This is an optimization exercise on Yosys and OpenROAD, whose aim is small area, a short achievable clock period and few clock cycles per item, not a production implementation.
At most, simulation tests tie the RTL to the original design; equivalence was not proved.
The RTL of run 7 was laid out without a check of its function.
Power figures rest on the tool's default switching activity, not on a simulated workload.

==> flow/design.v <==
`timescale 1ns/1ps
module action_config
#(parameter
    C_S_AXI_ADDR_WIDTH = 16,
    C_S_AXI_DATA_WIDTH = 32
)(
    input                                   clk                   ,
    input                                   resetn                 ,
    input  wire [C_S_AXI_ADDR_WIDTH-1:0]   s_axi_AWADDR,
    input  wire                            s_axi_AWVALID,
    output wire                            s_axi_AWREADY,
    input  wire [C_S_AXI_DATA_WIDTH-1:0]   s_axi_WDATA,
    input  wire [C_S_AXI_DATA_WIDTH/8-1:0] s_axi_WSTRB,
    input  wire                            s_axi_WVALID,
    output wire                            s_axi_WREADY,
    output wire [1:0]                      s_axi_BRESP,
    output wire                            s_axi_BVALID,
    input  wire                            s_axi_BREADY,
    input  wire [C_S_AXI_ADDR_WIDTH-1:0]   s_axi_ARADDR,
    input  wire                            s_axi_ARVALID,
    output wire                            s_axi_ARREADY,
    output wire [C_S_AXI_DATA_WIDTH-1:0]   s_axi_RDATA,
    output wire [1:0]                      s_axi_RRESP,
    output wire                            s_axi_RVALID,
    input  wire                            s_axi_RREADY,
    output reg [31:0]                      data_collection_mode     ,
    output reg [47:0]                      fpga_mac_addr            ,
    output reg [31:0]                      fpga_ipv4_addr           ,
    output reg [31:0]                      one_over_energy          ,
    output reg [31:0]                      frames_per_trigger       ,
    output reg [7:0]                       nmodules                 ,
    output reg [3:0]                       nstorage_cells           ,
    output reg                             data_collection_start    ,
    output reg                             data_collection_cancel   ,
    input                                  data_collection_idle     ,
    input                                  qsfpdd_modprs            ,
    input [6:0]                            hbm_temperature          ,
    input                                  hbm_temp_trip            ,
    input                                  apb_complete_0           ,
    input                                  pede2gain_data_fifo_empty  ,
    input                                  pede2gain_data_fifo_full   ,
    input                                  pede2gain_addr_fifo_empty  ,
    input                                  pede2gain_addr_fifo_full   ,
    input                                  udp_fifo_empty             ,
    input                                  udp_fifo_full              ,
    input                                  host_mem_data_fifo_empty   ,
    input                                  host_mem_data_fifo_full    ,
    input                                  host_mem_cmd_fifo_empty    ,
    input                                  host_mem_cmd_fifo_full     ,
    input                                  work_req_fifo_empty        ,
    input                                  work_req_fifo_full         ,
    input                                  work_compl_fifo_empty      ,
    input                                  work_compl_fifo_full       ,
    input                                  last_data_fifo_empty       ,
    input                                  last_data_fifo_full        ,
    input                                  last_addr_fifo_empty       ,
    input                                  last_addr_fifo_full        ,
    input                                  mailbox_interrupt_0        ,
    input                                  mailbox_interrupt_1        ,
    input [63:0]                           stalls_hbm                 ,
    input [63:0]                           stalls_host                ,
    input                                  stalls_hbm_valid           ,
    input                                  stalls_host_valid          ,
    input [63:0]                           packets_processed          ,
    input                                  packets_processed_valid    ,
    input [63:0]                           packets_eth                ,
    input                                  packets_eth_valid          ,
    input [63:0]                           packets_icmp               ,
    input                                  packets_icmp_valid         ,
    input [63:0]                           packets_udp                ,
    input                                  packets_udp_valid          ,
    input [3:0]                            host_writer_err       ,
    input                                  host_writer_err_valid ,
    input                                  eth_stat_rx_status         ,
    input                                  eth_stat_rx_aligned        ,
    input                                  eth_busy                   ,
    input                                  eth_stat_rx_packet_bad_fcs ,
    input                                  mm2s_error                 ,
    input                                  s2mm_error                 ,
    output                                 qsfp_led_busy                ,
    output                                 qsfp_led_conn
);
    reg        rvalid;
    reg [31:0] rdata;
    reg [1:0]  bcnt;           
    reg        idle_r;
    reg        rst_d;          
    reg        st1, st2n, al1, al2, fcs1, fcs2, fcs_ever, busy1, busy2n;
    reg [6:0]  temp_r, maxtemp;
    reg        trip_r, trip_ever, modprs_r;
    reg [17:0] fifo_r;
    reg [3:0]  hwerr;
    reg [63:0] c_shost, c_shbm, c_pproc, c_peth, c_picmp, c_pudp;
    reg        v_shost, v_shbm, v_pproc, v_peth, v_picmp, v_pudp;
    reg  wok_r, cok_r;
    wire wr_ok = wok_r;
    assign s_axi_AWREADY = wr_ok & s_axi_WVALID;
    assign s_axi_WREADY  = wr_ok & s_axi_AWVALID;
    assign s_axi_BVALID  = (bcnt != 2'd0);
    assign s_axi_BRESP   = 2'b00;
    wire wr = s_axi_AWVALID & s_axi_WVALID & wr_ok;
    wire b_hs = s_axi_BVALID & s_axi_BREADY;
    wire [1:0] n_bcnt = bcnt + {1'b0, wr} - {1'b0, b_hs};
    always @(posedge clk) begin
        if (!resetn) begin
            bcnt  <= 2'd0;
            wok_r <= 1'b1;
            cok_r <= 1'b1;
        end else begin
            bcnt  <= n_bcnt;
            wok_r <= (n_bcnt != 2'd3);
            cok_r <= (n_bcnt != 2'd3) & data_collection_idle;
        end
    end
    wire aw_hi0 = (s_axi_AWADDR[15:7] == 9'd0) && (s_axi_AWADDR[1:0] == 2'd0);
    wire w_ap   = wr && aw_hi0 && (s_axi_AWADDR[6:2] == 5'd0);
    wire w_cfg  = s_axi_AWVALID && s_axi_WVALID && cok_r && aw_hi0 && (s_axi_AWADDR[6:5] == 2'b11);
    wire [2:0] w_idx = s_axi_AWADDR[4:2];
    wire [31:0] wd = s_axi_WDATA & {32{resetn}};
    wire [7:0]  w_sel = {8{w_cfg}} & (8'd1 << w_idx);
    wire [3:0] be_maclo  = ({4{w_sel[0]}} & s_axi_WSTRB) | {4{~resetn}};
    wire [3:0] be_machi  = ({4{w_sel[1]}} & s_axi_WSTRB) | {4{~resetn}};
    wire [3:0] be_ipv4   = ({4{w_sel[2]}} & s_axi_WSTRB) | {4{~resetn}};
    wire [3:0] be_nmod   = ({4{w_sel[3]}} & s_axi_WSTRB) | {4{~resetn}};
    wire [3:0] be_mode   = ({4{w_sel[4]}} & s_axi_WSTRB) | {4{~resetn}};
    wire [3:0] be_energy = ({4{w_sel[5]}} & s_axi_WSTRB) | {4{~resetn}};
    wire [3:0] be_frames = ({4{w_sel[6]}} & s_axi_WSTRB) | {4{~resetn}};
    wire [3:0] be_nsc    = ({4{w_sel[7]}} & s_axi_WSTRB) | {4{~resetn}};
    integer i;
    always @(posedge clk) begin
        for (i = 0; i < 4; i = i + 1) begin
            if (be_maclo[i])  fpga_mac_addr[8*i +: 8]    <= wd[8*i +: 8];
            if (be_ipv4[i])   fpga_ipv4_addr[8*i +: 8]   <= wd[8*i +: 8];
            if (be_mode[i])   data_collection_mode[8*i +: 8] <= wd[8*i +: 8];
            if (be_energy[i]) one_over_energy[8*i +: 8]  <= wd[8*i +: 8];
            if (be_frames[i]) frames_per_trigger[8*i +: 8] <= wd[8*i +: 8];
        end
        for (i = 0; i < 2; i = i + 1)
            if (be_machi[i])  fpga_mac_addr[32+8*i +: 8] <= wd[8*i +: 8];
        if (be_nmod[0]) nmodules       <= wd[7:0];
        if (be_nsc[0])  nstorage_cells <= wd[3:0];
    end
    always @(posedge clk) begin
        if (!resetn)
            data_collection_start <= 1'b0;
        else if (!idle_r)
            data_collection_start <= 1'b0;
        else if (w_ap && s_axi_WSTRB[0] && s_axi_WDATA[0])
            data_collection_start <= 1'b1;
    end
    always @(posedge clk) begin
        if (!resetn)
            data_collection_cancel <= 1'b0;
        else if (w_ap && s_axi_WSTRB[0])
            data_collection_cancel <= s_axi_WDATA[2];
    end
    assign s_axi_ARREADY = ~rvalid | s_axi_RREADY;
    assign s_axi_RVALID  = rvalid;
    assign s_axi_RDATA   = rdata;
    assign s_axi_RRESP   = 2'b00;
    always @(posedge clk) begin
        if (!resetn)
            rvalid <= 1'b0;
        else if (s_axi_ARREADY)
            rvalid <= s_axi_ARVALID;
    end
    wire [31:0] ap_ctrl = {4'd0, hwerr, 5'd0,
                           ~(modprs_r & rst_d), mailbox_interrupt_1, mailbox_interrupt_0,
                           fcs_ever, apb_complete_0, trip_ever, trip_r,
                           s2mm_error, mm2s_error, al2, ~st2n,
                           5'd0, data_collection_cancel, idle_r, data_collection_start};
    wire [31:0] w [0:31];
    assign w[0]  = ap_ctrl;
    assign w[1]  = 32'd0;
    assign w[2]  = 32'd0;
    assign w[3]  = 32'd0;
    assign w[4]  = 32'h52324158;
    assign w[5]  = 32'd0;
    assign w[6]  = {25'd0, temp_r};
    assign w[7]  = {25'd0, maxtemp};
    assign w[8]  = 32'd8;
    assign w[9]  = 32'd1;
    assign w[10] = c_shost[31:0]  & {32{v_shost}};
    assign w[11] = c_shost[63:32] & {32{v_shost}};
    assign w[12] = c_shbm[31:0]   & {32{v_shbm}};
    assign w[13] = c_shbm[63:32]  & {32{v_shbm}};
    assign w[14] = {12'd0, fifo_r[17:4], 2'd0, fifo_r[3:0]} & {32{rst_d}};
    assign w[15] = 32'd0;
    assign w[16] = c_pproc[31:0]  & {32{v_pproc}};
    assign w[17] = c_pproc[63:32] & {32{v_pproc}};
    assign w[18] = c_peth[31:0]   & {32{v_peth}};
    assign w[19] = c_peth[63:32]  & {32{v_peth}};
    assign w[20] = c_picmp[31:0]  & {32{v_picmp}};
    assign w[21] = c_picmp[63:32] & {32{v_picmp}};
    assign w[22] = c_pudp[31:0]   & {32{v_pudp}};
    assign w[23] = c_pudp[63:32]  & {32{v_pudp}};
    assign w[24] = fpga_mac_addr[31:0];
    assign w[25] = {16'd0, fpga_mac_addr[47:32]};
    assign w[26] = fpga_ipv4_addr;
    assign w[27] = {24'd0, nmodules};
    assign w[28] = data_collection_mode;
    assign w[29] = one_over_energy;
    assign w[30] = frames_per_trigger;
    assign w[31] = {28'd0, nstorage_cells};
    wire [1:0] alo = s_axi_ARADDR[3:2];
    wire [2:0] ahi = s_axi_ARADDR[6:4];
    wire [31:0] g [0:7];
    genvar gi;
    generate
        for (gi = 0; gi < 8; gi = gi + 1) begin : grp
            assign g[gi] = w[4*gi + alo];
        end
    endgenerate
    wire [31:0] rmux = ((s_axi_ARADDR[15:7] == 9'd0) && (s_axi_ARADDR[1:0] == 2'd0)) ? g[ahi] : 32'd0;
    always @(posedge clk) begin
        if (s_axi_ARREADY)
            rdata <= rmux;
    end
    always @(posedge clk) begin
        st1    <= eth_stat_rx_status;
        st2n   <= ~st1;
        al1    <= eth_stat_rx_aligned;
        al2    <= al1;
        fcs1   <= eth_stat_rx_packet_bad_fcs;
        fcs2   <= fcs1;
        busy1  <= eth_busy;
        busy2n <= ~busy1;
        temp_r <= hbm_temperature;
        trip_r <= hbm_temp_trip;
        rst_d  <= resetn;
        modprs_r <= qsfpdd_modprs;
        fifo_r <= {last_addr_fifo_full, last_addr_fifo_empty,
                   last_data_fifo_full, last_data_fifo_empty,
                   work_compl_fifo_full, work_compl_fifo_empty,
                   work_req_fifo_full, work_req_fifo_empty,
                   host_mem_cmd_fifo_full, host_mem_cmd_fifo_empty,
                   host_mem_data_fifo_full, host_mem_data_fifo_empty,
                   udp_fifo_full, udp_fifo_empty,
                   pede2gain_addr_fifo_full, pede2gain_addr_fifo_empty,
                   pede2gain_data_fifo_full, pede2gain_data_fifo_empty};
    end
    assign qsfp_led_conn = st2n;
    assign qsfp_led_busy = busy2n;
    always @(posedge clk) begin
        if (!resetn) begin
            idle_r    <= 1'b1;
            trip_ever <= 1'b0;
            fcs_ever  <= 1'b0;
            maxtemp   <= 7'd0;
            hwerr     <= 4'd0;
        end else begin
            idle_r <= data_collection_idle;
            if (hbm_temp_trip) trip_ever <= 1'b1;
            if (fcs2) fcs_ever <= 1'b1;
            if (temp_r > maxtemp) maxtemp <= temp_r;
            if (host_writer_err_valid) hwerr <= host_writer_err;
        end
    end
    always @(posedge clk) begin
        if (stalls_host_valid)       c_shost <= stalls_host;
        if (stalls_hbm_valid)        c_shbm  <= stalls_hbm;
        if (packets_processed_valid) c_pproc <= packets_processed;
        if (packets_eth_valid)       c_peth  <= packets_eth;
        if (packets_icmp_valid)      c_picmp <= packets_icmp;
        if (packets_udp_valid)       c_pudp  <= packets_udp;
    end
    always @(posedge clk) begin
        if (!resetn) begin
            v_shost <= 1'b0; v_shbm <= 1'b0; v_pproc <= 1'b0;
            v_peth  <= 1'b0; v_picmp <= 1'b0; v_pudp <= 1'b0;
        end else begin
            if (stalls_host_valid)       v_shost <= 1'b1;
            if (stalls_hbm_valid)        v_shbm  <= 1'b1;
            if (packets_processed_valid) v_pproc <= 1'b1;
            if (packets_eth_valid)       v_peth  <= 1'b1;
            if (packets_icmp_valid)      v_picmp <= 1'b1;
            if (packets_udp_valid)       v_pudp  <= 1'b1;
        end
    end
endmodule
==> flow/flow/run.sh <==
#!/bin/bash
# Standard ORFS flow, with small port buffers, large clock sink clusters and no CTS dummy loads.
set -e
export BUFFER_PORTS_ARGS="-buffer_cell sky130_fd_sc_hd__buf_1"
export CTS_ARGS="-sink_clustering_enable -repair_clock_nets -dont_use_dummy_load -sink_clustering_size 25 -sink_clustering_max_diameter 80"
bash standard.sh > standard.log 2>&1
==> flow/standard.sh <==
#!/bin/bash
# synth_recipe.tcl (not shown) runs the flow's synth.tcl, then flattens the netlist and writes it again
# the make line also repeats each setting of config.mk as NAME=value (left out here)
make -C /OpenROAD-flow-scripts/flow DESIGN_CONFIG=/design/flow/config.mk WORK_HOME=/design/flow/orfs CLKGATE_MAP_FILE= SYNTH_SCRIPT=/design/flow/synth_recipe.tcl "${@:-finish}"
==> flow/config.mk <==
export PLATFORM = sky130hd
export DESIGN_NAME = action_config
export DESIGN_NICKNAME = action_config
export VERILOG_FILES = /design/flow/design.v
export SDC_FILE = /design/flow/constraint.sdc
export NUM_CORES = 4
export LEC_CHECK = 0
export CAP_MARGIN = 20
export CORE_MARGIN = 2
export CORE_UTILIZATION = 50
export GPL_ROUTABILITY_DRIVEN = 0
export PLACE_DENSITY = 0.75
export SETUP_SLACK_MARGIN = 2.0
export SLEW_MARGIN = 60
export TNS_END_PERCENT = 0
==> flow/constraint.sdc <==
create_clock -name core_clock -period 4.0 [get_ports {clk}]
set_input_delay 0.8000 -clock core_clock [delete_from_list [all_inputs] [get_ports {clk}]]
set_output_delay 0.8000 -clock core_clock [all_outputs]
set_load 0.01 [all_outputs]
==> results.sh, run 1 <==
export IMPL_status="complete, no violations"
export IMPL_antenna_found_initial=13
export IMPL_ioPinCount=740
export IMPL_arrival_ns=2.41
export IMPL_startpoint_type="input port"
export IMPL_vias=18900
export IMPL_synth_enable_flop_cells=604
export IMPL_finalCritPeriodShare_pct=53.3
export IMPL_grt_pass1_vias=18500
export IMPL_fin_ws_ns=1.87
export IMPL_vias_per_cell=6.15
export IMPL_area_growth_pct=20.6
export IMPL_path_cells="clkbuf_16, and2b_4, buf_4, mux2i_2, o22ai_1, nor2_2, a31oi_1"
export IMPL_power_density_nw_per_um2=440
export IMPL_yosysTopAreaCellShare_pct=68.8
export IMPL_worst_slew_pin_slew_ns=0.619
export IMPL_dr_first_iter_drc_count=2208
export IMPL_detailedPlace_worstSlack_ns=0.485
export IMPL_timing_final_hold_violations=0
export IMPL_fin_setup_tns_ns=0
export IMPL_synth_area_top_cells="edfxtp_1 (69%), mux2i_1 (8.7%), dfxtp_1 (4.8%)"
export IMPL_start_util_pct=50.4
export IMPL_clk_pin_slew_ns=0.09
export IMPL_cts_hold_fix_buffers=0
export IMPL_yosys_warnings=1
export IMPL_clock_sinks=667
export IMPL_rsz0062_at_grt="yes"
export IMPL_cp_max_fo=18
export IMPL_grt_overflow=0
export IMPL_maxSlewViolCount=0
export IMPL_route_detailed_drc=0
export IMPL_core_area_um2=52300
export IMPL_relSlewSlack_pct=58.7
export IMPL_netlist_area_um2=26400
export IMPL_portBuffers=735
export IMPL_drt_total_wl_um=102000
export IMPL_rows=84
export IMPL_setup_worst_path_class="in -> reg"
export IMPL_die_area_um2=54600
export IMPL_synthTopCellsByCount="edfxtp_1 (604), mux2i_1 (230), nand2_1 (143)"
export IMPL_critical_path_slowest_cell="and2b_4"
export IMPL_synth_xor_area_share_pct=0.0664
export IMPL_synth_top_family_by_area="multiplexers"
export IMPL_synth_top_cell_by_area="edfxtp_1"
export IMPL_ys_flop_type="edfxtp_1"
export IMPL_cts_htree_levels=2
export IMPL_worst_hold_path_type="in -> reg"
export IMPL_cts_buffer_depth=3
export IMPL_end_kind="register"
export IMPL_fp_dieH_um=234
export IMPL_synth_compound_area_share_pct=7.80
export IMPL_cts_root_buf="clkbuf_16"
export IMPL_drive_above_1_share_pct=10.3
export IMPL_die_x_um=234
export IMPL_cp_slowest_stage_delay_ns=0.38
export IMPL_ir_drop_mv=0.471
export IMPL_synthAdderAreaFrac_pct=0.427
export IMPL_nets=2887
export IMPL_cts_tree="built"
export IMPL_fin_crit_ns=2.13
export IMPL_critPathRequiredTime_ns=4.27
export IMPL_setup_violations=0
export IMPL_drv_cap=0
export IMPL_cts_made_buffers=37
export IMPL_yosysMostFrequentCell="edfxtp_1"
export IMPL_routedWlPerCell_um=33.0
export IMPL_yosys_register_bits=667
export IMPL_syn_area_per_cell_um2=16.3
export IMPL_grt_use_total_pct=36.3
export IMPL_max_freq_ghz=0.469
export IMPL_clkLatencyLatePin_ns=0.59
export IMPL_leakage_uw=0.0110
export IMPL_yosysSeqAreaShare_pct=73.6
export IMPL_yosysUniqueCellTypes=75
export IMPL_yosys_area_share_simple_pct=5.49
export IMPL_grt_max_degree=57
export IMPL_syn_inst=1618
export IMPL_final_antenna_net_count=0
export IMPL_dr_pass1_iters=5
export IMPL_grt_pass1_wl_um=136000
export IMPL_skew_ns=0.0544
export IMPL_yosys_mux_area_fraction_pct=9.93
export IMPL_async_flop_share_pct=0
export IMPL_dp_hpwl_um=77600
[critical path: cells and delay by family]
kind            cells  cell delay [ns]
simple gates        2             0.62
buf+inv             2             0.34
mux                 1             0.31
compound gates      2             0.29
[worst paths after layout]
kind / end / slack, ns / startpoint / cells past startpoint
min reg2reg: fcs2 / 0.35 / fcs1 / 0
min: st1 / 0.30 / eth_stat_rx_status / 1
max reg2reg: maxtemp[0] / 2.00 / temp_r[0] / 7
max: rdata[5] / 1.87 / s_axi_ARADDR[3] / 7
[report_power, final]
group / switching (µW) / leakage, µW / internal (µW) / total [µW]
Sequential: 287 / 0.00647 / 8190 / 8480
Clock: 2160 / 0.000456 / 1660 / 3810
Combinational: 1080 / 0.00411 / 622 / 1700
[cells in the final DEF (no fill, tap or decap), types with 6 or more instances in the layout]
| master | count |
|---|---|
| a21oi_1 | 28 |
| a221o_1 | 6 |
| a22o_1 | 16 |
| a22oi_1 | 35 |
| a22oi_2 | 8 |
| a31oi_1 | 14 |
| and2_1 | 39 |
| buf_1 | 717 |
| buf_12 | 7 |
| buf_16 | 6 |
| buf_2 | 6 |
| buf_4 | 47 |
| buf_6 | 7 |
| clkbuf_16 | 39 |
| dfxtp_1 | 61 |
| diode_2 | 16 |
| edfxtp_1 | 604 |
| ha_1 | 8 |
| inv_1 | 14 |
| mux2i_1 | 226 |
| mux4_2 | 12 |
| nand2_1 | 119 |
| nand2_2 | 16 |
| nand2_4 | 8 |
| nand3_1 | 14 |
| nand4_1 | 6 |
| nor2_1 | 17 |
| nor3_1 | 6 |
| o2111ai_1 | 7 |
| o211ai_1 | 7 |
| o21a_1 | 8 |
| o21ai_0 | 15 |
| o21ai_1 | 8 |
| o22ai_1 | 72 |
| o22ai_2 | 6 |
| o2bb2ai_1 | 31 |
[sequential cells by signal, summed over array words and instances (netlist names), 2 cells and up]
name                  cells
c_peth                   64
c_picmp                  64
c_pproc                  64
nmodules                  8
fpga_mac_addr            48
nstorage_cells            4
one_over_energy          32
temp_r                    7
hwerr                     4
c_pudp                   64
rdata                    32
fpga_ipv4_addr           32
c_shbm                   64
c_shost                  64
fifo_r                   18
frames_per_trigger       32
maxtemp                   7
bcnt                      2
data_collection_mode     32
[cell families after synthesis]
group | after synthesis
other | 1
AND/OR/NAND/NOR | 288
XOR/XNOR | 2
multiplexers | 246
flip-flops | 667
adder cells (fa/ha/maj) | 9
AO/OA/AOI/OAI | 292
buffers and inverters | 113
[cell type report]
cell class                      count  area, µm²
Fill cell                        3988      20500
Sequential cell                   667      19400
Multi-Input combinational cell    842       6730
Timing Repair Buffer              808       3780
Clock buffer                       37        926
Tap cell                          688        861
Inverter                           15       56.3
Antenna cell                       16       40.0
[stage by stage]
step	power [µW]	hold slack [ns]	area [µm²]	instances	utilization, %
2_1_floorplan	9250	0.310	26500	1621	-
3_3_place_gp	10100	0.316	29800	2983	56.9
4_1_cts	13900	0.275	31600	3054	60.3
5_1_grt	14300	0.287	31800	3062	60.7
3_5_place_dp	10200	0.331	30000	2985	57.2
6_report	14000	0.298	31800	3073	60.7
[timing repair]
action / in CTS / in global routing
cloned: 8 / 0
pin swaps: 12 / 7
endpoints found under the setup margin: 300 / 320
setup buffers: 24 / 1
gates resized for setup: 59 / 35
[routing by layer]
metal | wire (µm) | global-route usage, % | share of wire [%]
met5 | 42 | 0 | 0.041
met4 | 5250 | 16.9 | 5.2
met3 | 11500 | 8.98 | 11
met2 | 48700 | 58.8 | 48
met1 | 36000 | 46.0 | 35
Testbench counts, summed over its fixed seeds: cycles 2,995, transactions 4,800.
==> run 2, diff against run 1 <==
--- a/flow/config.mk
+++ b/flow/config.mk
@@ -8,8 +8,7 @@
 export CAP_MARGIN = 20
 export CORE_MARGIN = 2
 export CORE_UTILIZATION = 50
-export GPL_ROUTABILITY_DRIVEN = 0
 export PLACE_DENSITY = 0.75
 export SETUP_SLACK_MARGIN = 2.0
-export SLEW_MARGIN = 60
+export SLEW_MARGIN = 40
 export TNS_END_PERCENT = 0
==> results.sh, run 2 <==
export IMPL_status="complete, no violations"
export IMPL_rsz0062_at_grt="yes"
export IMPL_relSlewSlack_pct=42.2
export IMPL_pwr_share_clk_pct=27.0
export IMPL_yosys_register_bits=667
export IMPL_timing_final_hold_violations=0
export IMPL_synth_area_top_cells="edfxtp_1 (69%), mux2i_1 (8.7%), dfxtp_1 (4.8%)"
export IMPL_layout_commonest_cell="buf_1"
export IMPL_portBuffers=735
export IMPL_worst_hold_path_type="in -> reg"
export IMPL_dp_hpwl_um=78200
export IMPL_yosysSeqAreaShare_pct=73.6
export IMPL_arrival_ns=2.47
export IMPL_critPathRequiredTime_ns=4.31
export IMPL_power_density_nw_per_um2=440
export IMPL_yosys_mux_area_fraction_pct=9.93
export IMPL_start_util_pct=50.4
export IMPL_worst_slew_pin_slew_ns=0.867
export IMPL_grt_util_met2_pct=60.7
export IMPL_drt_total_wl_um=102000
export IMPL_async_flop_share_pct=0
export IMPL_grt_busiest_layer="met2"
export IMPL_startpoint_type="input port"
export IMPL_grt_pass1_wl_um=137000
export IMPL_gr_usage_met3_pct=6.84
export IMPL_yosysMostFrequentCell="edfxtp_1"
export IMPL_power_total_uw=13900
export IMPL_p_int_uw=10400
export IMPL_max_freq_ghz=0.463
export IMPL_syn_inst=1618
export IMPL_cts_htree_levels=2
export IMPL_synthTopCellsByCount="edfxtp_1 (604), mux2i_1 (230), nand2_1 (143)"
export IMPL_detailedPlace_worstSlack_ns=0.526
export IMPL_dr_first_iter_drc_count=2286
export IMPL_cts_hold_fix_buffers=0
export IMPL_setup_worst_path_class="in -> reg"
export IMPL_yosys_area_share_simple_pct=5.49
export IMPL_dr_pass1_iters=6
export IMPL_yosysUniqueCellTypes=75
export IMPL_ir_drop_mv=0.360
export IMPL_skew_ns=0.0687
export IMPL_leakage_uw=0.0109
export IMPL_vias_per_cell=6.16
export IMPL_fin_crit_ns=2.16
export IMPL_route_detailed_drc=0
export IMPL_synthAdderAreaFrac_pct=0.427
export IMPL_netlist_area_um2=26400
export IMPL_finalCritPeriodShare_pct=54.0
export IMPL_utilization_pct=60.5
export IMPL_clock_sinks=667
export IMPL_area_growth_pct=20.0
export IMPL_swShare_pct=25.3
export IMPL_drive_above_1_share_pct=9.75
export IMPL_fp_dieH_um=234
export IMPL_maxSlewViolCount=0
export IMPL_syn_area_per_cell_um2=16.3
export IMPL_cts_made_buffers=36
export IMPL_synth_xor_area_share_pct=0.0664
export IMPL_grt_overflow=0
export IMPL_cts_tree="built"
export IMPL_core_area_um2=52300
export IMPL_fin_ws_ns=1.84
export IMPL_grt_use_total_pct=36.5
export IMPL_synth_enable_flop_cells=604
export IMPL_nets=2876
export IMPL_synth_compound_area_share_pct=7.80
export IMPL_drv_cap=0
export IMPL_power_switching_uw=3520
export IMPL_cts_buffer_depth=3
export IMPL_clk_pin_slew_ns=0.09
export IMPL_die_area_um2=54600
export IMPL_met1_usage_pct=47.8
export IMPL_ioPinCount=740
export IMPL_grt_max_degree=48
export IMPL_antenna_found_initial=16
export IMPL_yosys_warnings=1
export IMPL_rows=84
export IMPL_gp_congestion=0.963
export IMPL_final_cell_mix="buf_1 (723), edfxtp_1 (604), mux2i_1 (221), nand2_1 (118), o22ai_1 (74)"
export IMPL_seq_power_share_pct=60.8
export IMPL_design_area_um2=31600
export IMPL_setup_violations=0
export IMPL_fin_setup_tns_ns=0
export IMPL_synth_top_cell_by_area="edfxtp_1"
export IMPL_clkLatencyLatePin_ns=0.60
export IMPL_p_comb_share_pct=12.2
export IMPL_end_kind="register"
export IMPL_final_antenna_net_count=0
export IMPL_die_x_um=234
export IMPL_vias=18800
export IMPL_yosysTopAreaCellShare_pct=68.8
export IMPL_grt_pass1_vias=18200
export IMPL_ys_flop_type="edfxtp_1"
export IMPL_synth_top_family_by_area="multiplexers"
export IMPL_place_area_um2=29800
export IMPL_routedWlPerCell_um=33.5
export IMPL_cts_root_buf="clkbuf_16"
export IMPL_cp_max_fo=24
[run 2: timing repair]
item	CTS	global route
pin swaps	5	6
setup endpoints to repair	298	320
cloned	8	2
setup buffers	14	3
gates resized for setup	67	45
[run 2: kinds of logic after synthesis]
logic type / after synthesis
other: 1
and+or+nand+nor: 288
xor gates and xnor gates: 2
DFF: 667
muxes: 246
buffers and inverters: 113
AOI/OAI and AO/OA: 292
adders and majority gates: 9
[run 2: area by class of cell]
cell class	count	area, µm²
timing repair buffer	797	3610
clock buffer	36	901
tap	688	861
fill	4020	20700
multi-input combinational	843	6780
antenna	13	32.5
inverter	15	56.3
sequential	667	19400
[run 2: critical path, cell delays in order]
cell and delay [ns]:
clkbuf_16 0.17, bufbuf_16 0.38, mux2i_1 0.52, o2bb2ai_1 0.17, nand2_1 0.10, o2111ai_1 0.10, a22o_1 0.20
[run 2: worst paths after layout]
kind / from / end / slack, ns / cells past startpoint
setup / recovery: s_axi_ARADDR[2] / rdata[15] / 1.84 / 7
hold / removal: eth_stat_rx_status / st1 / 0.31 / 1
setup reg to reg: temp_r[0] / maxtemp[3] / 2.00 / 7
hold reg to reg: fcs1 / fcs2 / 0.35 / 0
[run 2: power groups by stage]
stage	sequential [µW]	combinational (µW)	clock (µW)
floorplan	8580	676	0
global placement	8610	1540	0
detailed placement	8610	1560	0
CTS	8460	1640	3760
global route	8520	1780	3980
finish	8480	1700	3760
[run 2: stage by stage]
stage               hold slack, ns  std cells
floorplan                    0.310       1621
global placement             0.340       2983
detailed placement           0.338       2983
CTS                          0.289       3041
global route                 0.303       3054
finish                       0.310       3059
[run 2: layer usage]
| metal | wire (µm) | vias up |
|---|---|---|
| met1 | 37100 | 9509 |
| met4 | 4240 | 12 |
| met5 | 81 | - |
| met2 | 50000 | 1315 |
| met3 | 11000 | 194 |
| li1 | - | 7809 |
==> run 3, diff against run 2 <==
--- a/flow/config.mk
+++ b/flow/config.mk
@@ -7,8 +7,8 @@
 export LEC_CHECK = 0
 export CAP_MARGIN = 20
 export CORE_MARGIN = 2
-export CORE_UTILIZATION = 50
+export CORE_UTILIZATION = 55
 export PLACE_DENSITY = 0.75
 export SETUP_SLACK_MARGIN = 2.0
-export SLEW_MARGIN = 40
+export SLEW_MARGIN = 60
 export TNS_END_PERCENT = 0
==> results.sh, run 3 <==
export IMPL_stdcell_count=2981
export IMPL_cts_htree_levels=2
export IMPL_synth_top_cell_by_area="edfxtp_1"
export IMPL_r2r_end="maxtemp[6]"
export IMPL_cp_max_fo=3
export IMPL_netlist_area_um2=26400
export IMPL_grt_overflow=0
export IMPL_leakage_uw=0.0109
export IMPL_cts_buffer_depth=3
export IMPL_synthAdderAreaFrac_pct=0.427
export IMPL_crit_cells=1
export IMPL_power_density_nw_per_um2=443
export IMPL_status="complete, no violations"
export IMPL_yosysMostFrequentCell="edfxtp_1"
export IMPL_ys_flop_type="edfxtp_1"
export IMPL_cp_slowest_stage_delay_ns=0.58
export IMPL_yosys_mux_area_fraction_pct=9.93
export IMPL_power_total_uw=13900
export IMPL_dr_pass1_iters=6
export IMPL_cts_root_buf="clkbuf_16"
export IMPL_drt_total_wl_um=99300
export IMPL_ioPinCount=740
export IMPL_grt_pass1_vias=18300
export IMPL_vias=18800
export IMPL_yosysUniqueCellTypes=75
export IMPL_yosys_warnings=1
export IMPL_r2r_slack_ns=1.92
export IMPL_layout_commonest_cell="buf_1"
export IMPL_final_cell_mix="buf_1 (719), edfxtp_1 (604), mux2i_1 (226), nand2_1 (119), o22ai_1 (75)"
export IMPL_grt_use_total_pct=39.0
export IMPL_drv_cap=0
export IMPL_yosysTopAreaCellShare_pct=68.8
export IMPL_startpoint_type="register"
export IMPL_die_area_um2=49700
export IMPL_setup_worst_path_class="reg -> out"
export IMPL_yosys_area_share_simple_pct=5.49
export IMPL_core_area_um2=47500
export IMPL_crit_end="data_collection_cancel"
export IMPL_synth_enable_flop_cells=604
export IMPL_grt_max_degree=66
export IMPL_antenna_found_initial=13
export IMPL_relSlewSlack_pct=61.1
export IMPL_detailedPlace_worstSlack_ns=0.750
export IMPL_path_cells="buf_1"
export IMPL_async_flop_share_pct=0
export IMPL_critical_path_slowest_cell="dfxtp_1"
export IMPL_clkLatencyLatePin_ns=0.60
export IMPL_critPathLaunch="data_collection_cancel"
export IMPL_max_freq_ghz=0.464
export IMPL_dp_hpwl_um=75500
export IMPL_cts_hold_fix_buffers=0
export IMPL_fin_ws_ns=1.85
export IMPL_syn_inst=1618
export IMPL_synthTopCellsByCount="edfxtp_1 (604), mux2i_1 (230), nand2_1 (143)"
export IMPL_min_path_cells=1
export IMPL_rsz0062_at_grt="yes"
export IMPL_worst_hold_path_type="in -> reg"
export IMPL_arrival_ns=1.35
export IMPL_crit_buf_inv=1
export IMPL_routedWlPerCell_um=33.3
export IMPL_skew_ns=0.0689
export IMPL_setup_violations=0
export IMPL_clk_pin_slew_ns=0.09
export IMPL_fp_dieH_um=223
export IMPL_worstRegToRegCells=7
export IMPL_dp_cells=2915
export IMPL_cts_made_buffers=36
export IMPL_synth_xor_area_share_pct=0.0664
export IMPL_synth_area_top_cells="edfxtp_1 (69%), mux2i_1 (8.7%), dfxtp_1 (4.8%)"
export IMPL_final_antenna_net_count=0
export IMPL_drive_above_1_share_pct=9.05
export IMPL_route_detailed_drc=0
export IMPL_critPathRequiredTime_ns=3.20
export IMPL_nets=2871
export IMPL_worstReg2RegStart="maxtemp[1]"
export IMPL_worst_slew_pin_slew_ns=0.567
export IMPL_cts_tree="built"
export IMPL_portBuffers=735
export IMPL_maxSlewViolCount=0
export IMPL_n_fill_cell=3411
export IMPL_syn_area_per_cell_um2=16.3
export IMPL_vias_per_cell=6.30
export IMPL_area_growth_pct=19.0
export IMPL_rows=80
export IMPL_timing_final_hold_violations=0
export IMPL_grt_pass1_wl_um=135000
export IMPL_dr_first_iter_drc_count=2372
export IMPL_fin_crit_ns=2.15
export IMPL_yosys_register_bits=667
export IMPL_end_kind="output port"
export IMPL_ir_drop_mv=0.445
export IMPL_start_util_pct=55.5
export IMPL_fin_setup_tns_ns=0
export IMPL_synth_compound_area_share_pct=7.80
export IMPL_whs_ns=0.290
export IMPL_clock_sinks=667
export IMPL_die_x_um=223
export IMPL_finalCritPeriodShare_pct=53.9
export IMPL_gp_congestion=0.995
export IMPL_synth_top_family_by_area="multiplexers"
export IMPL_crit_family="flip-flops"
export IMPL_yosysSeqAreaShare_pct=73.6
==> run 3: timing repair <==
action	in CTS	in global routing
setup buffers	7	2
resized for setup	43	22
setup endpoints to repair	301	345
pin swaps	6	6
gates cloned	5	1
endpoints found under the hold margin	0	0
==> run 3: stage by stage <==
| stage | area [µm²] | utilization [%] |
|---|---|---|
| after detailed placement | 29900 | 62.8 |
| final | 31400 | 66.0 |
| after global placement | 29700 | 62.5 |
| after global routing | 31400 | 66.0 |
| after floorplan | 26500 | - |
| after CTS | 31100 | 65.5 |
==> run 3: cell type report <==
class                   instances  area [µm²]  area share (%)
inverters                      15        56.3           0.179
clock buffers                  36         901            2.87
multi-input cells             842        6640            21.2
well taps                     615         769            2.45
flip-flops and latches        667       19400            61.9
repair buffers                793        3570            11.4
diodes                         13        32.5           0.104
==> run 3: routing by layer <==
metal	routed length (µm)	global-route usage, %
met1	36000	50.4
met2	48100	63.5
met3	10800	10.2
met4	4310	15.8
met5	40	0
==> run 3: worst min-delay path by stage <==
stage,start,end,slack (ns)
floorplan,al1,al2,0.31
global placement,al1,al2,0.31
detailed placement,fcs1,fcs2,0.32
CTS,pede2gain_addr_fifo_full,fifo_r[3],0.27
global route,pede2gain_addr_fifo_full,fifo_r[3],0.27
finish,pede2gain_addr_fifo_full,fifo_r[3],0.29
==> run 3: where the power goes <==
group          internal, µW  switching [µW]
registers              8190             273
clock network          1620            2150
logic                   599            1080
==> run 3: logic make-up (layout without fill, tap and decap cells) <==
group | count (synthesis) | count (layout)
fa+ha+maj | 9 | 9
mux | 246 | 246
xor+xnor | 2 | 2
other cells | 1 | 17
compound gates | 292 | 292
flops | 667 | 667
simple gates | 288 | 289
buf+inv | 113 | 844
==> run 4, diff against run 3 <==
--- a/flow/config.mk
+++ b/flow/config.mk
@@ -7,7 +7,7 @@
 export LEC_CHECK = 0
 export CAP_MARGIN = 20
 export CORE_MARGIN = 2
-export CORE_UTILIZATION = 55
+export CORE_UTILIZATION = 50
 export PLACE_DENSITY = 0.75
 export SETUP_SLACK_MARGIN = 2.0
 export SLEW_MARGIN = 60
==> results.sh, run 4 <==
export IMPL_critPathRequiredTime_ns=4.34
export IMPL_power_switching_uw=3520
export IMPL_cp_max_fo=19
export IMPL_die_area_um2=54600
export IMPL_async_flop_share_pct=0
export IMPL_power_total_uw=13900
export IMPL_vias=18700
export IMPL_critical_path_slowest_cell="bufbuf_16"
export IMPL_cts_buffer_depth=3
export IMPL_grt_overflow=0
export IMPL_syn_inst=1618
export IMPL_cp_slowest_stage_delay_ns=0.37
export IMPL_end_kind="register"
export IMPL_pwr_share_clk_pct=27.1
export IMPL_final_cell_mix="buf_1 (722), edfxtp_1 (604), mux2i_1 (221), nand2_1 (118), o22ai_1 (73)"
export IMPL_dr_first_iter_drc_count=2284
export IMPL_arrival_ns=2.48
export IMPL_cts_root_buf="clkbuf_16"
export IMPL_synth_enable_flop_cells=604
export IMPL_seq_power_share_pct=60.8
export IMPL_cts_made_buffers=36
export IMPL_cts_hold_fix_buffers=0
export IMPL_ioPinCount=740
export IMPL_power_density_nw_per_um2=440
export IMPL_p_int_uw=10400
export IMPL_worstReg2RegStart="maxtemp[1]"
export IMPL_yosys_register_bits=667
export IMPL_gp_congestion=0.963
export IMPL_path_cells="clkbuf_16, bufbuf_16, mux2i_1, o22ai_1, a22oi_2, nand4_1, a22o_1"
export IMPL_die_x_um=234
export IMPL_netlist_area_um2=26400
export IMPL_dp_hpwl_um=78200
export IMPL_yosys_warnings=1
export IMPL_layout_commonest_cell="buf_1"
export IMPL_rows=84
export IMPL_crit_family="compound AO/OA/AOI/OAI gates"
export IMPL_worst_hold_path_type="in -> reg"
export IMPL_grt_pass1_vias=18100
export IMPL_ir_drop_mv=0.454
export IMPL_syn_area_per_cell_um2=16.3
export IMPL_cts_htree_levels=2
export IMPL_grt_pass1_wl_um=137000
export IMPL_ys_flop_type="edfxtp_1"
export IMPL_area_growth_pct=20.1
export IMPL_synthTopCellsByCount="edfxtp_1 (604), mux2i_1 (230), nand2_1 (143)"
export IMPL_p_comb_share_pct=12.1
export IMPL_dp_cells=2985
export IMPL_synth_area_top_cells="edfxtp_1 (69%), mux2i_1 (8.7%), dfxtp_1 (4.8%)"
export IMPL_clk_pin_slew_ns=0.09
export IMPL_start_util_pct=50.4
export IMPL_stdcell_count=3063
export IMPL_grt_use_total_pct=36.6
export IMPL_critPathLaunch="s_axi_ARADDR[2]"
export IMPL_status="complete, no violations"
export IMPL_drv_cap=0
export IMPL_yosysUniqueCellTypes=75
export IMPL_min_from="eth_busy"
export IMPL_drive_above_1_share_pct=10.1
export IMPL_yosysTopAreaCellShare_pct=68.8
export IMPL_swShare_pct=25.3
export IMPL_grt_max_degree=48
export IMPL_rsz0062_at_grt="yes"
export IMPL_fp_dieH_um=234
export IMPL_maxSlewViolCount=0
export IMPL_core_area_um2=52300
export IMPL_clock_sinks=667
export IMPL_skew_ns=0.0512
export IMPL_clkLatencyLatePin_ns=0.59
export IMPL_fin_setup_tns_ns=0
export IMPL_max_freq_ghz=0.467
export IMPL_routedWlPerCell_um=33.3
export IMPL_crit_buf_inv=2
export IMPL_vias_per_cell=6.09
export IMPL_drt_total_wl_um=102000
export IMPL_leakage_uw=0.0109
export IMPL_worst_slew_pin_slew_ns=0.599
export IMPL_setup_worst_path_class="in -> reg"
export IMPL_route_detailed_drc=0
export IMPL_setup_violations=0
export IMPL_fin_crit_ns=2.14
export IMPL_relSlewSlack_pct=59.6
export IMPL_yosysSeqAreaShare_pct=73.6
export IMPL_cts_tree="built"
export IMPL_yosysMostFrequentCell="edfxtp_1"
export IMPL_nets=2880
export IMPL_startpoint_type="input port"
export IMPL_portBuffers=735
export IMPL_timing_final_hold_violations=0
export IMPL_antenna_found_initial=16
export IMPL_synth_top_cell_by_area="edfxtp_1"
export IMPL_utilization_pct=60.5
export IMPL_finalCritPeriodShare_pct=53.6
export IMPL_final_antenna_net_count=0
export IMPL_dr_pass1_iters=5
run 4: cell counts after synthesis:
Identical to the previous run, type by type.
run 4: repair_timing:
action / 4_1_cts / 5_1_grt
setup buffers: 17 / 3
gates resized for setup: 52 / 31
endpoints found under the setup margin: 312 / 340
cloned: 8 / 1
pin swaps: 5 / 3
run 4: per-layer routing:
| metal | GRT usage, % | vias to the layer above | wire length [µm] | share of wire, % |
|---|---|---|---|---|
| met3 | 7.69 | 180 | 10500 | 10 |
| met4 | 12.5 | 12 | 3750 | 3.7 |
| li1 | - | 7799 | - | - |
| met5 | 0 | - | 80 | 0.078 |
| met2 | 60.7 | 1298 | 50000 | 49 |
| met1 | 47.9 | 9373 | 37600 | 37 |
run 4: power by group through the flow:
stage / registers [µW] / clock network (µW) / logic (µW)
5_1_grt: 8510 / 4000 / 1780
4_1_cts: 8460 / 3780 / 1660
6_report: 8470 / 3770 / 1690
3_3_place_gp: 8610 / 0 / 1540
3_5_place_dp: 8610 / 0 / 1580
2_1_floorplan: 8580 / 0 / 676
run 4: area by class of cell:
type	count	area, µm²
Fill cell	4040	20700
Sequential cell	667	19400
Multi-Input combinational cell	843	6770
Timing Repair Buffer	801	3650
Clock buffer	36	901
Tap cell	688	861
Inverter	15	56.3
Antenna cell	13	32.5
run 4: path summary, 6_finish.rpt:
path                end  slack (ns)  depth (start not counted)
max           rdata[16]        1.86                          7
min               busy1        0.31                          1
max reg2reg  maxtemp[6]        1.97                          7
min reg2reg        fcs2        0.34                          0
run 4: through the flow:
stage / area (µm²) / worst slack, ns / hold slack, ns
after floorplan: 26500 / 1.75 / 0.310
after global placement: 29800 / 0.570 / 0.340
after detailed placement: 30000 / 0.701 / 0.331
after CTS: 31400 / 1.87 / 0.274
after global routing: 31600 / 1.85 / 0.287
final: 31700 / 1.86 / 0.305
run 4: worst register-to-register path, delay by kind of cell, from the launching register on:
family                     cells  cell delay, ns
AOI/OAI and AO/OA              3            0.79
DFF                            1            0.39
and+or+nand+nor                2            0.36
adders and majority gates      1            0.32
buffers and inverters          1            0.06
run 4: cells by family after synthesis:
kind of cell | after synthesis | share of synthesized area, %
AOI/OAI and AO/OA | 292 | 7.80
buffers and inverters | 113 | 2.71
adders and majority gates | 9 | 0.427
xor gates and xnor gates | 2 | 0.0664
DFF | 667 | 73.6
other | 1 | 0.0142
muxes | 246 | 9.93
and+or+nand+nor | 288 | 5.49
==> run 5, diff against run 4 <==
==> flow/flow/run.sh (replaced) <==
#!/bin/bash
# Standard ORFS flow, with small port buffers, large clock sink clusters and no CTS dummy loads.
set -e
export BUFFER_PORTS_ARGS="-buffer_cell sky130_fd_sc_hd__buf_1"
export CTS_ARGS="-sink_clustering_enable -repair_clock_nets -dont_use_dummy_load -sink_clustering_size 20 -sink_clustering_max_diameter 60 -root_buf sky130_fd_sc_hd__clkbuf_16 -buf_list sky130_fd_sc_hd__clkbuf_8"
bash standard.sh > standard.log 2>&1
==> results.sh, run 5 <==
export IMPL_final_antenna_net_count=0
export IMPL_clkLatencyLatePin_ns=0.60
export IMPL_clock_sinks=667
export IMPL_cts_htree_levels=2
export IMPL_fp_dieH_um=234
export IMPL_gp_congestion=0.963
export IMPL_cp_max_fo=1
export IMPL_arrival_ns=1.29
export IMPL_cts_tree="built"
export IMPL_die_area_um2=54600
export IMPL_leakage_uw=0.0109
export IMPL_gr_usage_met3_pct=8.17
export IMPL_nets=2894
export IMPL_yosysTopAreaCellShare_pct=68.8
export IMPL_stdcell_count=3077
export IMPL_finalCritPeriodShare_pct=52.1
export IMPL_synthTopCellsByCount="edfxtp_1 (604), mux2i_1 (230), nand2_1 (143)"
export IMPL_grt_overflow=0
export IMPL_ir_drop_mv=0.331
export IMPL_syn_inst=1618
export IMPL_startpoint_type="register"
export IMPL_dp_cells=2985
export IMPL_worst_hold_path_type="in -> reg"
export IMPL_synth_compound_area_share_pct=7.80
export IMPL_yosysSeqAreaShare_pct=73.6
export IMPL_crit_family="flip-flops"
export IMPL_setup_violations=0
export IMPL_area_growth_pct=19.4
export IMPL_cts_made_buffers=47
export IMPL_final_cell_mix="buf_1 (719), edfxtp_1 (604), mux2i_1 (219), nand2_1 (118), o22ai_1 (73)"
export IMPL_path_cells="buf_1"
export IMPL_dr_first_iter_drc_count=2139
export IMPL_yosys_register_bits=667
export IMPL_yosys_mux_area_fraction_pct=9.93
export IMPL_route_detailed_drc=0
export IMPL_yosysUniqueCellTypes=75
export IMPL_yosys_area_share_simple_pct=5.49
export IMPL_syn_area_per_cell_um2=16.3
export IMPL_core_area_um2=52300
export IMPL_status="complete, no violations"
export IMPL_grt_pass1_vias=18300
export IMPL_worst_slew_pin_slew_ns=0.574
export IMPL_synth_area_top_cells="edfxtp_1 (69%), mux2i_1 (8.7%), dfxtp_1 (4.8%)"
export IMPL_end_kind="output port"
export IMPL_synth_xor_area_share_pct=0.0664
export IMPL_cts_buffer_depth=3
export IMPL_netlist_area_um2=26400
export IMPL_synth_top_family_by_area="multiplexers"
export IMPL_crit_buf_inv=1
export IMPL_vias_per_cell=6.12
export IMPL_power_density_nw_per_um2=428
export IMPL_cts_hold_fix_buffers=0
export IMPL_vias=18800
export IMPL_synth_top_cell_by_area="edfxtp_1"
export IMPL_max_freq_ghz=0.479
export IMPL_cp_slowest_stage_delay_ns=0.51
export IMPL_portBuffers=735
export IMPL_critPathRequiredTime_ns=3.20
export IMPL_n_fill_cell=4064
export IMPL_async_flop_share_pct=0
export IMPL_layout_commonest_cell="buf_1"
export IMPL_power_total_uw=13500
export IMPL_drt_total_wl_um=103000
export IMPL_r2r_slack_ns=1.97
export IMPL_rows=84
export IMPL_clk_pin_slew_ns=0.12
export IMPL_met1_usage_pct=47.6
export IMPL_yosysMostFrequentCell="edfxtp_1"
export IMPL_dr_pass1_iters=5
export IMPL_ioPinCount=740
export IMPL_grt_util_met2_pct=61.2
export IMPL_setup_worst_path_class="reg -> out"
export IMPL_die_x_um=234
export IMPL_whs_ns=0.297
export IMPL_rsz0062_at_grt="yes"
export IMPL_critical_path_slowest_cell="edfxtp_1"
export IMPL_routedWlPerCell_um=33.4
export IMPL_skew_ns=0.0612
export IMPL_drive_above_1_share_pct=10.8
export IMPL_drv_cap=0
export IMPL_ys_flop_type="edfxtp_1"
export IMPL_start_util_pct=50.4
export IMPL_fin_setup_tns_ns=0
export IMPL_dp_hpwl_um=78200
export IMPL_yosys_warnings=1
export IMPL_timing_final_hold_violations=0
export IMPL_grt_use_total_pct=36.6
export IMPL_cts_root_buf="clkbuf_16"
export IMPL_fin_crit_ns=2.09
export IMPL_antenna_found_initial=15
export IMPL_grt_max_degree=48
export IMPL_synth_enable_flop_cells=604
export IMPL_grt_pass1_wl_um=137000
export IMPL_utilization_pct=60.2
export IMPL_relSlewSlack_pct=60.6
export IMPL_synthAdderAreaFrac_pct=0.427
export IMPL_grt_busiest_layer="met2"
export IMPL_maxSlewViolCount=0
## run 5: cell types whose count changed in the layout (fill, tap and decap cells not counted), sizes merged
cell	previous run	this run
clkbuf	44	57
buf	788	790
bufbuf	5	4
## run 5: worst paths after layout
kind	depth (start not counted)	end	startpoint
worst max-delay path	1	s_axi_RDATA[5]	rdata[5]
worst min-delay path	1	st1	eth_stat_rx_status
worst min register to register	1	busy2n	busy1
worst max register to register	7	maxtemp[6]	maxtemp[1]
## run 5: worst register-to-register path: cells and delay by family, from the launching register on
kind	cells	cell delay, ns
buf+inv	1	0.06
compound gates	3	0.71
simple gates	2	0.39
fa+ha+maj	1	0.32
flops	1	0.41
## run 5: per-layer routing
metal  vias to the layer above  share of wire, %
li1                       7829                 -
met1                      9465                37
met2                      1335                49
met3                       192                10
met4                        12               3.7
met5                         -             0.074
## run 5: repair_timing
action,CTS,global route
gates cloned,7,3
setup buffers,19,3
pin swaps,5,3
setup endpoints to repair,313,345
gates resized for setup,62,29
## run 5: cell type report
class	instances	area (µm²)	share of cell area (%)
Antenna cell	13	32.5	0.103
Clock buffer	47	703	2.23
Inverter	15	56.3	0.179
Multi-Input combinational cell	843	6780	21.5
Sequential cell	667	19400	61.6
Tap cell	688	861	2.73
Timing Repair Buffer	804	3660	11.6
## run 5: where the power goes
part	internal, µW	leakage [µW]	total [µW]	switching, µW
Sequential	8190	0.00647	8470	281
Combinational	620	0.00404	1720	1100
Clock	1180	0.000364	3300	2120
Total	9990	0.0109	13500	3500
## run 5: metrics by stage
| stage | setup WS [ns] | cell area, µm² |
|---|---|---|
| floorplan | 1.75 | 26500 |
| global placement | 0.570 | 29800 |
| detailed placement | 0.701 | 30000 |
| CTS | 1.88 | 31300 |
| global route | 1.84 | 31500 |
| finish | 1.91 | 31500 |
## run 5: logic make-up (layout without fill, tap and decap cells)
family | after synthesis | count (layout)
AOI/OAI and AO/OA | 292 | 292
xor gates and xnor gates | 2 | 2
adders and majority gates | 9 | 9
buffers and inverters | 113 | 866
DFF | 667 | 667
muxes | 246 | 246
other | 1 | 17
and+or+nand+nor | 288 | 290
==> run 6, diff against run 5 <==
==> flow/flow/run.sh (replaced) <==
#!/bin/bash
# Standard ORFS flow, with small port buffers, large clock sink clusters and no CTS dummy loads.
set -e
export BUFFER_PORTS_ARGS="-buffer_cell sky130_fd_sc_hd__buf_1"
export CTS_ARGS="-sink_clustering_enable -repair_clock_nets -dont_use_dummy_load -sink_clustering_size 12 -sink_clustering_max_diameter 50 -root_buf sky130_fd_sc_hd__clkbuf_16 -buf_list sky130_fd_sc_hd__clkbuf_8"
bash standard.sh > standard.log 2>&1
==> results.sh, run 6 <==
export IMPL_status="complete, no violations"
export IMPL_n_fill_cell=4010
export IMPL_finalCritPeriodShare_pct=52.8
export IMPL_drive_above_1_share_pct=12.1
export IMPL_clkLatencyLatePin_ns=0.60
export IMPL_cts_root_buf="clkbuf_16"
export IMPL_yosysMostFrequentCell="edfxtp_1"
export IMPL_ioPinCount=740
export IMPL_drt_total_wl_um=103000
export IMPL_routedWlPerCell_um=33.2
export IMPL_maxSlewViolCount=0
export IMPL_arrival_ns=2.42
export IMPL_cts_hold_fix_buffers=0
export IMPL_grt_util_met2_pct=60.6
export IMPL_relSlewSlack_pct=59.4
export IMPL_die_x_um=234
export IMPL_synth_xor_area_share_pct=0.0664
export IMPL_cp_max_fo=27
export IMPL_rows=84
export IMPL_die_area_um2=54600
export IMPL_nets=2924
export IMPL_syn_inst=1618
export IMPL_rsz0062_at_grt="yes"
export IMPL_vias=19100
export IMPL_grt_max_degree=48
export IMPL_start_util_pct=50.4
export IMPL_yosysSeqAreaShare_pct=73.6
export IMPL_grt_overflow=0
export IMPL_p_int_uw=10600
export IMPL_synth_top_family_by_area="multiplexers"
export IMPL_portBuffers=735
export IMPL_dr_first_iter_drc_count=2354
export IMPL_gr_usage_met3_pct=8.45
export IMPL_netlist_area_um2=26400
export IMPL_synthTopCellsByCount="edfxtp_1 (604), mux2i_1 (230), nand2_1 (143)"
export IMPL_r2r_slack_ns=2.02
export IMPL_final_antenna_net_count=0
export IMPL_multiInputGateArea_um2=6800
export IMPL_startpoint_type="input port"
export IMPL_drv_cap=0
export IMPL_setup_violations=0
export IMPL_met1_usage_pct=47.8
export IMPL_syn_area_per_cell_um2=16.3
export IMPL_layout_commonest_cell="buf_1"
export IMPL_synth_top_cell_by_area="edfxtp_1"
export IMPL_ir_drop_mv=0.331
export IMPL_fin_setup_tns_ns=0
export IMPL_dp_hpwl_um=78200
export IMPL_cts_tree="built"
export IMPL_dr_pass1_iters=6
export IMPL_clk_pin_slew_ns=0.08
export IMPL_skew_ns=0.0485
export IMPL_synth_area_top_cells="edfxtp_1 (69%), mux2i_1 (8.7%), dfxtp_1 (4.8%)"
export IMPL_synthAdderAreaFrac_pct=0.427
export IMPL_critPathRequiredTime_ns=4.31
export IMPL_p_comb_share_pct=12.1
export IMPL_antenna_found_initial=16
export IMPL_grt_busiest_layer="met2"
export IMPL_final_cell_mix="buf_1 (718), edfxtp_1 (604), mux2i_1 (221), nand2_1 (119), o22ai_1 (72)"
export IMPL_clock_sinks=667
export IMPL_grt_use_total_pct=36.9
export IMPL_yosys_warnings=1
export IMPL_yosysUniqueCellTypes=75
export IMPL_area_growth_pct=21.3
export IMPL_swShare_pct=25.5
export IMPL_pwr_share_clk_pct=28.4
export IMPL_yosys_mux_area_fraction_pct=9.93
export IMPL_leakage_uw=0.0111
export IMPL_max_freq_ghz=0.473
export IMPL_yosys_area_share_simple_pct=5.49
export IMPL_grt_pass1_wl_um=138000
export IMPL_cts_buffer_depth=3
export IMPL_fp_dieH_um=234
export IMPL_end_kind="register"
export IMPL_seq_power_share_pct=59.5
export IMPL_cts_made_buffers=71
export IMPL_setup_worst_path_class="in -> reg"
export IMPL_worst_hold_path_type="in -> reg"
export IMPL_route_detailed_drc=0
export IMPL_core_area_um2=52300
export IMPL_synth_enable_flop_cells=604
export IMPL_vias_per_cell=6.13
export IMPL_grt_pass1_vias=18600
export IMPL_synth_compound_area_share_pct=7.80
export IMPL_yosys_register_bits=667
export IMPL_power_density_nw_per_um2=445
export IMPL_timing_final_hold_violations=0
export IMPL_regArea_um2=19400
export IMPL_yosysTopAreaCellShare_pct=68.8
export IMPL_gp_congestion=0.963
export IMPL_worst_slew_pin_slew_ns=0.609
export IMPL_cts_htree_levels=3
export IMPL_fin_crit_ns=2.11
export IMPL_whs_ns=0.303
export IMPL_ys_flop_type="edfxtp_1"
export IMPL_power_switching_uw=3640
export IMPL_async_flop_share_pct=0
## run 6: worst max-delay path, stage by stage
cell	delay (ns)
buf_6	0.22
bufbuf_16	0.42
mux2i_1	0.23
o22ai_1	0.15
a22oi_1	0.43
a31oi_1	0.15
## run 6: cells by family after synthesis
kind of cell	Yosys count
xor+xnor	2
fa+ha+maj	9
compound gates	292
other cells	1
buf+inv	113
mux	246
simple gates	288
flops	667
## run 6: through the flow
stage          utilization [%]  std cells  total power, µW  setup slack, ns  instance area [µm²]
4_1_cts                   60.3       3078            14200             1.88                31600
3_5_place_dp              57.2       2985            10200            0.701                30000
2_1_floorplan                -       1621             9250             1.75                26500
3_3_place_gp              57.0       2983            10100            0.570                29800
5_1_grt                   61.1       3102            14600             1.91                32000
6_report                  61.1       3108            14200             1.89                32000
## run 6: layout make-up
| cell class | instances | area share, % |
|---|---|---|
| flip-flops and latches | 667 | 60.7 |
| well taps | 688 | 2.69 |
| multi-input cells | 843 | 21.3 |
| clock buffers | 71 | 3.37 |
| inverters | 15 | 0.176 |
| repair buffers | 810 | 11.7 |
| diodes | 14 | 0.110 |
## run 6: path summary, 6_finish.rpt
kind / startpoint / end / cells past startpoint
setup / recovery: s_axi_ARADDR[2] / rdata[6] / 6
hold / removal: hbm_temperature[6] / temp_r[6] / 1
setup reg to reg: maxtemp[1] / maxtemp[6] / 7
hold reg to reg: fcs1 / fcs2 / 0
## run 6: timing repair
action,CTS,global route
gates cloned,7,4
buffers inserted,15,12
pin swaps,6,5
resized for setup,54,44
endpoints found under the hold margin,0,0
setup endpoints to repair,297,302
## run 6: power by group through the flow
stage,clock (µW),combinational (µW),sequential [µW]
2_1_floorplan,0,676,8580
3_3_place_gp,0,1540,8610
3_5_place_dp,0,1580,8610
4_1_cts,4080,1660,8470
5_1_grt,4300,1810,8510
6_report,4050,1730,8470
## run 6: metal layers
metal | share of wire, % | vias up
met4 | 3.9 | 12
met2 | 49 | 1386
met5 | 0.076 | -
met1 | 37 | 9566
li1 | - | 7894
met3 | 10 | 200
==> run 7, diff against run 6 <==
--- a/flow/design.v
+++ b/flow/design.v
@@ -169,49 +169,39 @@
                            fcs_ever, apb_complete_0, trip_ever, trip_r,
                            s2mm_error, mm2s_error, al2, ~st2n,
                            5'd0, data_collection_cancel, idle_r, data_collection_start};
-    wire [31:0] w [0:31];
-    assign w[0]  = ap_ctrl;
-    assign w[1]  = 32'd0;
-    assign w[2]  = 32'd0;
-    assign w[3]  = 32'd0;
-    assign w[4]  = 32'h52324158;
-    assign w[5]  = 32'd0;
-    assign w[6]  = {25'd0, temp_r};
-    assign w[7]  = {25'd0, maxtemp};
-    assign w[8]  = 32'd8;
-    assign w[9]  = 32'd1;
-    assign w[10] = c_shost[31:0]  & {32{v_shost}};
-    assign w[11] = c_shost[63:32] & {32{v_shost}};
-    assign w[12] = c_shbm[31:0]   & {32{v_shbm}};
-    assign w[13] = c_shbm[63:32]  & {32{v_shbm}};
-    assign w[14] = {12'd0, fifo_r[17:4], 2'd0, fifo_r[3:0]} & {32{rst_d}};
-    assign w[15] = 32'd0;
-    assign w[16] = c_pproc[31:0]  & {32{v_pproc}};
-    assign w[17] = c_pproc[63:32] & {32{v_pproc}};
-    assign w[18] = c_peth[31:0]   & {32{v_peth}};
-    assign w[19] = c_peth[63:32]  & {32{v_peth}};
-    assign w[20] = c_picmp[31:0]  & {32{v_picmp}};
-    assign w[21] = c_picmp[63:32] & {32{v_picmp}};
-    assign w[22] = c_pudp[31:0]   & {32{v_pudp}};
-    assign w[23] = c_pudp[63:32]  & {32{v_pudp}};
-    assign w[24] = fpga_mac_addr[31:0];
-    assign w[25] = {16'd0, fpga_mac_addr[47:32]};
-    assign w[26] = fpga_ipv4_addr;
-    assign w[27] = {24'd0, nmodules};
-    assign w[28] = data_collection_mode;
-    assign w[29] = one_over_energy;
-    assign w[30] = frames_per_trigger;
-    assign w[31] = {28'd0, nstorage_cells};
-    wire [1:0] alo = s_axi_ARADDR[3:2];
-    wire [2:0] ahi = s_axi_ARADDR[6:4];
-    wire [31:0] g [0:7];
-    genvar gi;
-    generate
-        for (gi = 0; gi < 8; gi = gi + 1) begin : grp
-            assign g[gi] = w[4*gi + alo];
-        end
-    endgenerate
-    wire [31:0] rmux = ((s_axi_ARADDR[15:7] == 9'd0) && (s_axi_ARADDR[1:0] == 2'd0)) ? g[ahi] : 32'd0;
+    wire [3:0] aq = s_axi_ARADDR[6:3];
+    wire cs_shost = (aq == 4'd5)  & v_shost;
+    wire cs_shbm  = (aq == 4'd6)  & v_shbm;
+    wire cs_pproc = (aq == 4'd8)  & v_pproc;
+    wire cs_peth  = (aq == 4'd9)  & v_peth;
+    wire cs_picmp = (aq == 4'd10) & v_picmp;
+    wire cs_pudp  = (aq == 4'd11) & v_pudp;
+    wire [63:0] cnt = ({64{cs_shost}} & c_shost) | ({64{cs_shbm}}  & c_shbm)
+                    | ({64{cs_pproc}} & c_pproc) | ({64{cs_peth}}  & c_peth)
+                    | ({64{cs_picmp}} & c_picmp) | ({64{cs_pudp}}  & c_pudp);
+    wire [31:0] cnt_w = s_axi_ARADDR[2] ? cnt[63:32] : cnt[31:0];
+    reg [31:0] oth;
+    always @(*) begin
+        case (s_axi_ARADDR[6:2])
+            5'd0:  oth = ap_ctrl;
+            5'd4:  oth = 32'h52324158;
+            5'd6:  oth = {25'd0, temp_r};
+            5'd7:  oth = {25'd0, maxtemp};
+            5'd8:  oth = 32'd8;
+            5'd9:  oth = 32'd1;
+            5'd14: oth = {12'd0, fifo_r[17:4], 2'd0, fifo_r[3:0]} & {32{rst_d}};
+            5'd24: oth = fpga_mac_addr[31:0];
+            5'd25: oth = {16'd0, fpga_mac_addr[47:32]};
+            5'd26: oth = fpga_ipv4_addr;
+            5'd27: oth = {24'd0, nmodules};
+            5'd28: oth = data_collection_mode;
+            5'd29: oth = one_over_energy;
+            5'd30: oth = frames_per_trigger;
+            5'd31: oth = {28'd0, nstorage_cells};
+            default: oth = 32'd0;
+        endcase
+    end
+    wire [31:0] rmux = ((s_axi_ARADDR[15:7] == 9'd0) && (s_axi_ARADDR[1:0] == 2'd0)) ? (cnt_w | oth) : 32'd0;
     always @(posedge clk) begin
         if (s_axi_ARREADY)
             rdata <= rmux;
==> flow/flow/run.sh (replaced) <==
#!/bin/bash
# Standard ORFS flow, with small port buffers, large clock sink clusters and no CTS dummy loads.
set -e
export BUFFER_PORTS_ARGS="-buffer_cell sky130_fd_sc_hd__buf_1"
export CTS_ARGS="-sink_clustering_enable -repair_clock_nets -dont_use_dummy_load -sink_clustering_size 25 -sink_clustering_max_diameter 80"
bash standard.sh > standard.log 2>&1
--- a/flow/config.mk
+++ b/flow/config.mk
@@ -8,7 +8,6 @@
 export CAP_MARGIN = 20
 export CORE_MARGIN = 2
 export CORE_UTILIZATION = 50
-export PLACE_DENSITY = 0.75
 export SETUP_SLACK_MARGIN = 2.0
 export SLEW_MARGIN = 60
 export TNS_END_PERCENT = 0
==> results.sh, run 7 <==
export IMPL_grt_use_total_pct=37.9
export IMPL_p_int_uw=10300
export IMPL_yosys_warnings=1
export IMPL_cts_root_buf="clkbuf_16"
export IMPL_yosys_register_bits=667
export IMPL_clk_pin_slew_ns=0.10
export IMPL_synth_top_cell_by_area="edfxtp_1"
export IMPL_fin_ws_ns=1.71
export IMPL_worst_slew_pin_slew_ns=0.604
export IMPL_dp_cells=2904
export IMPL_maxSlewViolCount=0
export IMPL_cts_htree_levels=2
export IMPL_routedWlPerCell_um=32.4
export IMPL_route_detailed_drc=0
export IMPL_vias_per_cell=6.09
export IMPL_yosysUniqueCellTypes=50
export IMPL_drt_total_wl_um=98700
export IMPL_arrival_ns=2.60
export IMPL_final_antenna_net_count=0
export IMPL_grt_pass1_vias=17700
export IMPL_setup_violations=0
export IMPL_synth_area_top_cells="edfxtp_1 (74%), dfxtp_1 (5.1%), a22oi_1 (3.7%)"
export IMPL_portBuffers=735
export IMPL_skew_ns=0.0489
export IMPL_grt_overflow=0
export IMPL_critical_path_slowest_cell="a222oi_1"
export IMPL_status="complete, no violations"
export IMPL_cts_made_buffers=36
export IMPL_finalCritPeriodShare_pct=57.3
export IMPL_p_comb_share_pct=9.4
export IMPL_power_density_nw_per_um2=435
export IMPL_final_cell_mix="buf_1 (730), edfxtp_1 (604), nand2_1 (164), a22oi_1 (118), buf_4 (71)"
export IMPL_vias=18600
export IMPL_die_x_um=226
export IMPL_power_total_uw=13500
export IMPL_dr_first_iter_drc_count=2172
export IMPL_rsz0062_at_grt="yes"
export IMPL_detailedPlace_worstSlack_ns=0.683
export IMPL_fp_dieH_um=226
export IMPL_end_kind="register"
export IMPL_fin_crit_ns=2.29
export IMPL_worstRegToRegCells=8
export IMPL_ir_drop_mv=0.386
export IMPL_synth_enable_flop_cells=604
export IMPL_die_area_um2=51000
export IMPL_core_area_um2=48700
export IMPL_async_flop_share_pct=0
export IMPL_yosysMostFrequentCell="edfxtp_1"
export IMPL_drv_cap=0
export IMPL_seq_power_share_pct=62.7
export IMPL_relSlewSlack_pct=59.7
export IMPL_drive_above_1_share_pct=11.4
export IMPL_startpoint_type="input port"
export IMPL_yosysTopAreaCellShare_pct=73.7
export IMPL_start_util_pct=50.5
export IMPL_fin_setup_tns_ns=0
export IMPL_dp_hpwl_um=71100
export IMPL_netlist_area_um2=24600
export IMPL_dr_pass1_iters=8
export IMPL_cts_tree="built"
export IMPL_synthTopCellsByCount="edfxtp_1 (604), nand2_1 (171), a22oi_1 (122)"
export IMPL_syn_area_per_cell_um2=16.1
export IMPL_nets=2862
export IMPL_clock_sinks=667
export IMPL_ioPinCount=740
export IMPL_leakage_uw=0.0105
export IMPL_setup_worst_path_class="in -> reg"
export IMPL_gp_congestion=0.964
export IMPL_critPathRequiredTime_ns=4.31
export IMPL_min_path_cells=1
export IMPL_path_cells="buf_8, buf_6, and3b_2, and3b_2, buf_6, a222oi_1, nand3_1, o21ai_2, a41oi_1"
## run 7: changes by cell type after synthesis, moves of 12 or more
cell,previous run,this run
nand2_1,143,171
a222oi_1,0,20
a221oi_1,4,54
a22o_1,16,31
a22oi_1,43,122
o21ai_0,24,47
mux4_2,12,0
nand3_1,14,61
mux2i_1,230,8
o2bb2ai_1,32,0
o22ai_1,77,14
buf_6,19,2
## run 7: timing repair
action                     4_1_cts  5_1_grt
gates cloned                     4        0
hold buffers                     0        0
gates resized for setup         75       26
pin swaps                       44       13
buffers inserted                57        5
setup endpoints to repair      296      344
## run 7: critical path: cells and delay by family
kind	cells	cell delay [ns]
AO/OA/AOI/OAI	3	0.70
buffers and inverters	3	0.40
AND/OR/NAND/NOR	3	0.68
## run 7: worst paths after layout
check	start	to	slack, ns
worst max-delay path	s_axi_ARADDR[3]	rdata[3]	1.71
worst min-delay path	work_req_fifo_full	fifo_r[11]	0.30
worst max register to register	v_pproc	rdata[15]	1.89
worst min register to register	al1	al2	0.33
## run 7: cells by family after synthesis
family	synth area share, %
simple gates	6.89
flops	78.8
mux	0.325
fa+ha+maj	0.458
compound gates	11.3
buf+inv	2.16
other cells	0.0152
xor+xnor	0.0712
## run 7: power by group through the flow
stage | logic, µW | clock network, µW | registers (µW)
floorplan | 361 | 0 | 8580
global placement | 1100 | 0 | 8590
detailed placement | 1120 | 0 | 8600
CTS | 1220 | 3780 | 8450
global route | 1340 | 3980 | 8500
finish | 1260 | 3770 | 8460
## run 7: per-layer routing
layer / share of wire (%) / up-vias / GRT usage, %
li1: - / 7723 / -
met1: 36 / 9380 / 49.1
met2: 47 / 1254 / 60.4
met3: 13 / 181 / 13.1
met4: 2.9 / 20 / 11.3
met5: 0.14 / - / 0
## run 7: cell type report
cell class,count,area share [%]
repair buffers,862,13.7
flip-flops and latches,667,62.6
inverters,19,0.230
multi-input cells,760,17.5
clock buffers,36,2.91
well taps,664,2.68
diodes,39,0.315
## run 7: through the flow
stage | util [%] | area [µm²] | hold WS, ns
4_1_cts | 63.0 | 30700 | 0.278
5_1_grt | 63.4 | 30900 | 0.291
3_3_place_gp | 58.5 | 28500 | 0.318
6_report | 63.5 | 31000 | 0.299
3_5_place_dp | 59.0 | 28700 | 0.317
2_1_floorplan | - | 24900 | 0.310

Setup slack of run 7, layout unchanged: 1.708 ns with ideal ports, 1.697 ns with driving cells assumed (clock clkbuf_16, inputs buf_2), 1.073 ns with port delays also shifted by the 0.623 ns mid clock arrival.
